Background: an optimization exercise with open tools, aiming at small area and a short achievable clock period. Do not read the settings as production practice.
In this exercise RTL edits were held to simulation tests only and were not proved equivalent to the original.
Power figures rest on the tool's default switching activity, not on a simulated workload.

## garnet
Design CIRCUIT7, start of the top module:
module CIRCUIT7(a, b, c, d, zero, Clk, Rst, z);
    input Clk, Rst;
    input [31:0] a, b, c, d, zero;
    output [31:0] z;
    wire [31:0] e, f, g, fr, zwire;
    wire gEQz;
    DIV div1(a, b, e, g);      
    DIV div2(c, d, f, fr);     
    COMP #(32) comp1(g, zero, gEQz);
    MUX2x1 #(32) mux1(f, e, gEQz, zwire);
    REG #(32) reg1(zwire, Clk, Rst, z);
endmodule
Size in the first run: roughly 32 flip-flops, ~190 I/O pins, roughly 51000 um2 of cells after synthesis.
export LEC_CHECK = 0
export ABC_AREA = 1
export CAP_MARGIN = 20
export CORE_MARGIN = 2
export CORE_UTILIZATION = 65
export CTS_CLUSTER_DIAMETER = 25
export CTS_CLUSTER_SIZE = 4
export SLEW_MARGIN = 20
export SETUP_SLACK_MARGIN = 110
export SKIP_PIN_SWAP = 1
create_clock -name core_clock -period 260.0 [get_ports {Clk}]
standard.sh (not shown) runs the stock make flow with config.mk's settings and CLKGATE_MAP_FILE= SYNTH_SCRIPT=/design/flow/synth_recipe.tcl, a recipe that flattens the netlist after the stock synthesis.
==> flow/flow/run.sh <==
#!/bin/bash
# Standard layout (the standard.sh), with timing repair aiming for extra
# setup slack so that the resizer works on the critical paths although the
# clock is met. Pin swapping is left out of the repair moves.
set -e
cd "$(dirname "$0")/.."
cat >> config.mk <<'EOC'
export SETUP_SLACK_MARGIN = 110
export SKIP_PIN_SWAP = 1
EOC
bash standard.sh > standard.log 2>&1
### garnet -> harbor
- swapping 65 for 50 in CORE_UTILIZATION
- clearing SKIP_PIN_SWAP, which used to be 1
- swapping 110 for 100 in SETUP_SLACK_MARGIN
==> flow/flow/run.sh <==
#!/bin/bash
# Standard layout, with timing repair aiming for extra setup slack so that
# the resizer works on the critical paths although the clock is met.
set -e
cd "$(dirname "$0")/.."
echo "export SETUP_SLACK_MARGIN = 100" >> config.mk
bash standard.sh > standard.log 2>&1
The first-iteration DRC count number comes out lower for harbor vs garnet.
Comparing the two runs side by side, harbor comes out ahead of garnet on worst hold slack.
Summary — final design area excluding fillers, harbor relative to garnet: lower, by 1.6%.
Changes observed in harbor relative to garnet: post-place setup slack moved up; global-route met1 utilization moved down; area of the core moved up; buffers inserted during post-CTS setup optimization moved down; clock power moved up.
As of harbor, die height had risen by more than 10% compared to garnet.
Part of the power in combinational logic: harbor < garnet
### harbor -> pepper
- a change of SETUP_SLACK_MARGIN from 100 to 120
--- a/flow/flow/run.sh
+++ b/flow/flow/run.sh
@@ -5,3 +5,3 @@
 cd "$(dirname "$0")/.."
-echo "export SETUP_SLACK_MARGIN = 100" >> config.mk
+echo "export SETUP_SLACK_MARGIN = 120" >> config.mk
 bash standard.sh > standard.log 2>&1
==> comparison <==
- Summary of pepper over harbor: sum of met2 wire segment lengths after detailed routing rose about 11%, leakage power rose 10%, hold slack rose 9.0 ps, power density over the cells about even, number of tap cells added at floorplan about even.
- Final period utilization: pepper vs harbor down 4.6 points
- Data arrival time of the worst path in pepper vs harbor: down 12060 ps
- The number of detailed-routing iterations run before antenna repair of pepper is higher than that of harbor.
For lagoon, these inputs were changed with respect to pepper:
- SLEW_MARGIN now 90, was 20
- SETUP_SLACK_MARGIN no longer set, was 120
- CAP_MARGIN now 90, was 20
==> flow/run.sh (new file) <==
#!/bin/bash
# synth_recipe.tcl (not shown) runs the flow's synth.tcl, then flattens the netlist and writes it again
# the make line also repeats each setting of config.mk as NAME=value (left out here)
make -C /OpenROAD-flow-scripts/flow DESIGN_CONFIG=/design/flow/config.mk WORK_HOME=/design/flow/orfs CLKGATE_MAP_FILE= SYNTH_SCRIPT=/design/flow/synth_recipe.tcl finish
removed: flow/flow/run.sh
removed: flow/standard.sh
### Flow results
lagoon | ERROR | global routing (5_1_grt)
In terms of sequential-to-total area share from yosys stat, pepper and lagoon differ only marginally.
Number of nets in the synthesized netlist: pepper vs lagoon identical
Per the comparison of lagoon with pepper, number of I/O pins did not really move; post-detailed-placement half-perimeter wirelength went up; placed cell area went up; deepest clock path buffer count did not really move.
lagoon: total of cells resized after clock tree synthesis 324 below pepper
Post-place setup slack: higher on pepper
~same combined area of all synthesized cells in pepper and lagoon

========
Setup of run A:
CIRCUIT7 again, from the RTL that the note above started with.
Settings: LEC_CHECK=0, ABC_AREA=1, CAP_MARGIN=20, CORE_MARGIN=2, CORE_UTILIZATION=50, CTS_CLUSTER_DIAMETER=25, CTS_CLUSTER_SIZE=4, SLEW_MARGIN=20, TNS_END_PERCENT=10, SETUP_SLACK_MARGIN=114, SKIP_PIN_SWAP=1; clock period 260.0 ns.
==> flow/flow/run.sh <==
#!/bin/bash
# Standard layout (the standard.sh), with timing repair aiming for extra
# setup slack so that the resizer works on the critical paths although the
# clock is met. Pin swapping is left out of the repair moves.
set -e
cd "$(dirname "$0")/.."
cat >> config.mk <<'EOC'
export SETUP_SLACK_MARGIN = 114
export SKIP_PIN_SWAP = 1
EOC
bash standard.sh > standard.log 2>&1
diff inputs: run A => run B
- SETUP_SLACK_MARGIN no longer set, was 114
- CAP_MARGIN now 70, was 20
- SLEW_MARGIN now 70, was 20
- SKIP_PIN_SWAP no longer set, was 1
- TNS_END_PERCENT no longer set, was 10
==> flow/run.sh (new file) <==
#!/bin/bash
# synth_recipe.tcl (not shown) runs the flow's synth.tcl, then flattens the netlist and writes it again
# the make line also repeats each setting of config.mk as NAME=value (left out here)
make -C /OpenROAD-flow-scripts/flow DESIGN_CONFIG=/design/flow/config.mk WORK_HOME=/design/flow/orfs CLKGATE_MAP_FILE= SYNTH_SCRIPT=/design/flow/synth_recipe.tcl finish
removed: flow/flow/run.sh
removed: flow/standard.sh
==> comparison <==
Run B vs run A, instance count: run B lower. Critical path depth: run A and run B compared, higher one is run A. Taking run A as the reference, in run B via count normalized by instance count now sits at about the same level; worst hold margin moved up; multi-input combinational cell count saw little to no change. Relative to run A, number of buffers other than clock buffers in the final layout decreased by 117 in run B. From run A to run B the numbers moved as follows: post-placement setup slack shows an increase of 4.49 ns, area overhead of the layout relative to synthesis lost 4.0 points, share of the core filled with cells in the final layout fell 2.0 points.
Setup changes, run B to run C
- a change of SLEW_MARGIN from 70 to 20
- a change of CAP_MARGIN from 70 to 20
- an added SETUP_SLACK_MARGIN of 110
==> flow/flow/run.sh (new file) <==
#!/bin/bash
# Standard layout, with timing repair aiming for extra setup slack so that
# the resizer works on the critical paths although the clock is met.
set -e
cd "$(dirname "$0")/.."
echo "export SETUP_SLACK_MARGIN = 110" >> config.mk
bash standard.sh > standard.log 2>&1
==> flow/standard.sh (new file) <==
#!/bin/bash
# synth_recipe.tcl (not shown) runs the flow's synth.tcl, then flattens the netlist and writes it again
# the make line also repeats each setting of config.mk as NAME=value (left out here)
make -C /OpenROAD-flow-scripts/flow DESIGN_CONFIG=/design/flow/config.mk WORK_HOME=/design/flow/orfs CLKGATE_MAP_FILE= SYNTH_SCRIPT=/design/flow/synth_recipe.tcl "${@:-finish}"
removed: flow/run.sh
Notes after the runs:
- Summary of run C over run B: fraction of area in registers flat, synthesized area did not really move, via count rose 0.80%.
- [compare] base=run B new=run C: fraction of the cycle the final worst path needs fell by 3.7 points; ratio of routed vias to standard cells stayed essentially flat; post-route total power moved up; core utilization grew by 0.94 points; portion of total power attributed to the clock network shows no meaningful change.
- Between run C and run B, area growth from synthesis to layout is higher for run C, run B comes in under that.
- Compared with run B, run C shows maximum frequency that has gone up by a few percent.
For run D, these inputs were changed with respect to run C:
- removing SETUP_SLACK_MARGIN (formerly 110)
==> flow/run.sh (new file) <==
#!/bin/bash
# synth_recipe.tcl (not shown) runs the flow's synth.tcl, then flattens the netlist and writes it again
# the make line also repeats each setting of config.mk as NAME=value (left out here)
make -C /OpenROAD-flow-scripts/flow DESIGN_CONFIG=/design/flow/config.mk WORK_HOME=/design/flow/orfs CLKGATE_MAP_FILE= SYNTH_SCRIPT=/design/flow/synth_recipe.tcl finish
removed: flow/flow/run.sh
removed: flow/standard.sh
## What came out
- Going from run C to run D, achievable clock frequency went down about 9%, total power went down 2.5%.
- The core of run D is less densely filled than that of run C.
- Run D falls short of run C in post-layout minimum cycle time.
- Sort run C and run D by wire length asc -> top: run D
- Diff run C -> run D | combinational power | down by a few percent
- Run D against run C: post-layout net count went down 97; leakage power summed over all cells shrank by 2.2%.
### run D -> run E
- setting SKIP_PIN_SWAP to 1 for the first time
- setting SETUP_SLACK_MARGIN to 114 for the first time
==> flow/flow/run.sh (new file) <==
#!/bin/bash
# Standard layout (the standard.sh), with timing repair aiming for extra
# setup slack so that the resizer works on the critical paths although the
# clock is met. Pin swapping is left out of the repair moves.
set -e
cd "$(dirname "$0")/.."
cat >> config.mk <<'EOC'
export SETUP_SLACK_MARGIN = 114
export SKIP_PIN_SWAP = 1
EOC
bash standard.sh > standard.log 2>&1
==> flow/standard.sh (new file) <==
#!/bin/bash
# synth_recipe.tcl (not shown) runs the flow's synth.tcl, then flattens the netlist and writes it again
# the make line also repeats each setting of config.mk as NAME=value (left out here)
make -C /OpenROAD-flow-scripts/flow DESIGN_CONFIG=/design/flow/config.mk WORK_HOME=/design/flow/orfs CLKGATE_MAP_FILE= SYNTH_SCRIPT=/design/flow/synth_recipe.tcl "${@:-finish}"
removed: flow/run.sh
--- outcome ---
- In run E, the wire length came out about 4% above the value in run D.
- In the metrics for run E and run D, the one carrying the lower number of antenna violations at the first check in global routing is run D.
- Compared to run D, run E has met1 track demand over resource in global routing 0.29 points higher.
- Comparing run E and run D, the higher core utilization was measured on run E.
--- input diff run E..run F ---
- changing SETUP_SLACK_MARGIN from 114 to 118
diff --git a/flow/flow/run.sh b/flow/flow/run.sh
--- a/flow/flow/run.sh
+++ b/flow/flow/run.sh
@@ -6,5 +6,5 @@
 cd "$(dirname "$0")/.."
 cat >> config.mk <<'EOC'
-export SETUP_SLACK_MARGIN = 114
+export SETUP_SLACK_MARGIN = 118
 export SKIP_PIN_SWAP = 1
 EOC
## What came out
Each of the runs, namely run F and run E, reached the end of the flow and came out clean.
Re transition time of the tightest slew-check pin: run F is 0.0054 ns up on run E.
Diff run E -> run F: number of nets in the final layout +146; clock share of power has decreased; routed wire length rose by 2.7%; final worst-path setup slack rose 2.44 ns.

==> re-timing with driven ports <==
No port has a modelled driver above. Below, the same layouts with a new extraction and two added sets of constraints. Step 1, drivers: a clkbuf_16 drives Clk and a buf_2 each remaining input, both assumed. Step 2 times the ports against the registers' clock, not the clock port: input delays grow and output delays shrink by t, the midpoint of the rising clock arrivals with the driver on. a / b / c = no drivers / after step 1 / after step 2; a / b = the first two.
run	t, ns	slack for setup (ns)	latest minus earliest clock arrival (ns)
garnet	0.353	116.387 / 116.412 / 116.059	0.010 / 0.010
harbor	0.352	108.954 / 108.983 / 108.631	0.007 / 0.007
pepper	0.356	121.010 / 121.034 / 120.677	0.009 / 0.009
run A	0.356	119.972 / 119.999 / 119.643	0.007 / 0.007
run B	0.354	107.165 / 107.197 / 106.843	0.009 / 0.010
run C	0.354	116.725 / 116.754 / 116.399	0.009 / 0.009
run D	0.354	102.337 / 102.358 / 102.004	0.009 / 0.009
run E	0.356	119.972 / 119.999 / 119.643	0.007 / 0.007
run F	0.356	122.410 / 122.439 / 122.083	0.007 / 0.008
After both steps every run listed still meets setup and hold.
